Context: an optimization exercise on an open-source flow, tuned for small area, a short achievable clock period and few clock cycles per item. The choices shown serve that exercise and are no tape-out recipe.
In this exercise RTL edits were held to simulation tests only and were not proved equivalent to the original.
Power and IR drop assume default switching activity.

## Full_Connect
module Full_Connect (
    input              aclk,
    input              aresetn,
    input              s_valid,
    input  [31:0]      s_data,
    output             s_ready,
    output             m_valid,
    output [16*32-1:0] m_data
);
    localparam N = 16;
    reg         busy;        
    reg  [63:0] pos;         
    reg  [63:0] posn;        
    reg         nready;      
    reg         l1, l2, l3;  
    reg         f1, f1n;     
    reg  [31:0] x1, x1n;     
    reg  [12*N-1:0] sel1;
    wire [12*N-1:0] sel, seln;
    wire [32*N-1:0] init;
    wire take = busy | s_valid;
    assign s_ready = !nready;
    always @(posedge aclk or negedge aresetn) begin
        if (!aresetn) begin
            busy  <= 1'b0;
            nready <= 1'b0;
            pos   <= 64'd1;
            posn  <= ~64'd1;
            l1   <= 1'b0;
            l2   <= 1'b0;
            l3   <= 1'b0;
        end
        else begin
            if (take) begin
                pos   <= {pos[62:0], pos[63]};
                posn  <= {posn[62:0], posn[63]};
                busy  <= !pos[63];
                nready <= !(pos[63] | pos[62]);
            end
            l1 <= take & pos[63];
            l2 <= l1;
            l3 <= l2;
        end
    end
    Weight_ROM #(.N(N)) Weight_ROM (
        .addr(pos),
        .sel(sel),
        .init(init)
    );
    Weight_ROM #(.N(N)) Weight_ROM_n (
        .addr(~posn),
        .sel(seln),
        .init()
    );
    always @(posedge aclk) begin
        x1   <= s_data;
        x1n  <= ~s_data;
        sel1 <= {seln[12*N-1:6*N], sel[6*N-1:0]};
        f1   <= pos[0];
        f1n  <= !pos[0];
    end
    genvar i;
    generate
        for (i = 0; i < N; i = i + 1) begin : neuron
            Mul_Accumulate #(.IDX(i)) Mul_Accumulate (
                .clk(aclk),
                .first(i < N/2 ? f1 : !f1n),
                .init(init[32*i+31:32*i]),
                .sel(sel1[12*i+11:12*i]),
                .data(i < N/2 ? x1 : ~x1n),
                .Dout(m_data[32*i+31:32*i])
            );
        end
    endgenerate
    assign m_valid = l3;
endmodule
==> module Full_Connect, before the edit <==
module Full_Connect (
    input              aclk,
    input              aresetn,
    input              s_valid,
    input  [31:0]      s_data,
    output             s_ready,
    output             m_valid,
    output [16*32-1:0] m_data
);
    localparam N = 16;
    reg         busy;        
    reg  [63:0] pos;         
    reg  [63:0] posn;        
    reg         nready;      
    reg         l1, l2, l3;  
    reg         f1, f1n;     
    reg  [31:0] x1, x1n;     
    reg  [12*N-1:0] sel1;
    wire [12*N-1:0] sel, seln;
    wire [32*N-1:0] init;
    wire take = busy | s_valid;
    assign s_ready = !nready;
    always @(posedge aclk or negedge aresetn) begin
        if (!aresetn) begin
            busy  <= 1'b0;
            nready <= 1'b0;
            pos   <= 64'd1;
            posn  <= ~64'd1;
            l1   <= 1'b0;
            l2   <= 1'b0;
            l3   <= 1'b0;
        end
        else begin
            if (take) begin
                pos   <= {pos[62:0], pos[63]};
                posn  <= {posn[62:0], posn[63]};
                busy  <= !pos[63];
                nready <= !(pos[63] | pos[62]);
            end
            l1 <= take & pos[63];
            l2 <= l1;
            l3 <= l2;
        end
    end
    Weight_ROM #(.N(N)) Weight_ROM (
        .addr(pos),
        .sel(sel),
        .init(init)
    );
    Weight_ROM #(.N(N)) Weight_ROM_n (
        .addr(~posn),
        .sel(seln),
        .init()
    );
    always @(posedge aclk) begin
        x1   <= s_data;
        x1n  <= ~s_data;
        sel1 <= {seln[12*N-1:6*N], sel[6*N-1:0]};
        f1   <= pos[0];
        f1n  <= !pos[0];
    end
    genvar i;
    generate
        for (i = 0; i < N; i = i + 1) begin : neuron
            Mul_Accumulate #(.IDX(i)) Mul_Accumulate (
                .clk(aclk),
                .first(i < N/2 ? f1 : !f1n),
                .init(init[32*i+31:32*i]),
                .sel(sel1[12*i+11:12*i]),
                .data(i < N/2 ? x1 : ~x1n),
                .Dout(m_data[32*i+31:32*i])
            );
        end
    endgenerate
    assign m_valid = l3;
endmodule
==> flow/config.mk <==
export PLATFORM = sky130hd
export DESIGN_NAME = Full_Connect
export DESIGN_NICKNAME = Full_Connect
export VERILOG_FILES = /design/flow/design.v
export SDC_FILE = /design/flow/constraint.sdc
export NUM_CORES = 4
export LEC_CHECK = 0
export CAP_MARGIN = 20
export CORE_MARGIN = 2
export CORE_UTILIZATION = 40
export SETUP_SLACK_MARGIN = 4.8
export SLEW_MARGIN = 20
export SYNTH_MEMORY_MAX_BITS = 16384
==> flow/constraint.sdc <==
create_clock -name core_clock -period 8.0 [get_ports {aclk}]
set_input_delay 1.6000 -clock core_clock [delete_from_list [all_inputs] [get_ports {aclk}]]
set_output_delay 1.6000 -clock core_clock [all_outputs]
set_load 0.01 [all_outputs]
run.sh (not shown) runs the stock make flow with config.mk's settings and CLKGATE_MAP_FILE= SYNTH_SCRIPT=/design/flow/synth_recipe.tcl, a recipe that flattens the netlist after the stock synthesis.
Testbench counts at the start, summed over its fixed seeds: cycles 24,600, items 384.
Next try:
--- a/flow/design.v
+++ b/flow/design.v
@@ -4331,21 +4331,21 @@
     localparam N = 16;
     reg         busy;        
     reg  [63:0] pos;         
     reg  [63:0] posn;        
-    reg         nready;      
+    reg         ready;       
     reg         l1, l2, l3;  
     reg         f1, f1n;     
     reg  [31:0] x1, x1n;     
     reg  [12*N-1:0] sel1;
     wire [12*N-1:0] sel, seln;
     wire [32*N-1:0] init;
     wire take = busy | s_valid;
-    assign s_ready = !nready;
+    assign s_ready = ready;
     always @(posedge aclk or negedge aresetn) begin
         if (!aresetn) begin
             busy  <= 1'b0;
-            nready <= 1'b0;
+            ready <= 1'b1;
             pos   <= 64'd1;
             posn  <= ~64'd1;
             l1   <= 1'b0;
             l2   <= 1'b0;
@@ -4355,9 +4355,9 @@
             if (take) begin
                 pos   <= {pos[62:0], pos[63]};
                 posn  <= {posn[62:0], posn[63]};
                 busy  <= !pos[63];
-                nready <= !(pos[63] | pos[62]);
+                ready <= pos[63];
             end
             l1 <= take & pos[63];
             l2 <= l1;
             l3 <= l2;
The changed run finished clean.
Core utilization came out lower by 0.43 points.
Die area went up slightly.
Global-route usage drops by 0.67 points.
Final area rose slightly.
Clock power stays flat.
Fmax goes down by a few percent.
Worst hold slack hardly moves.
Non-clock buffer count shrinks by 55.
Testbench counts after the change, summed over its fixed seeds: cycles 24,600, items 384.

## port drivers added, routing unchanged
No port has a modelled driver above. Below, the same layouts with a new extraction and two added sets of constraints. Step 1 assumes that a clkbuf_16 drives the clock port and a buf_2 every other input. Step 2 also shifts input and output timing later by t, the mid clock arrival at the registers, as if the neighbouring blocks saw the same clock. Slacks: no drivers / after step 1 / after step 2; pairs: no drivers / after step 1.
run	t (ns)	slack for setup (ns)	latest minus earliest clock arrival (ns)
the first run	1.048	4.786 / 4.692 / 4.172	0.090 / 0.090
the second run	1.024	4.661 / 4.550 / 3.882	0.094 / 0.093
After both steps setup and hold are still met in every run listed. The setup slack of the second run, which loses most, moves by -0.111 ns with the drivers and by -0.779 ns with both steps.
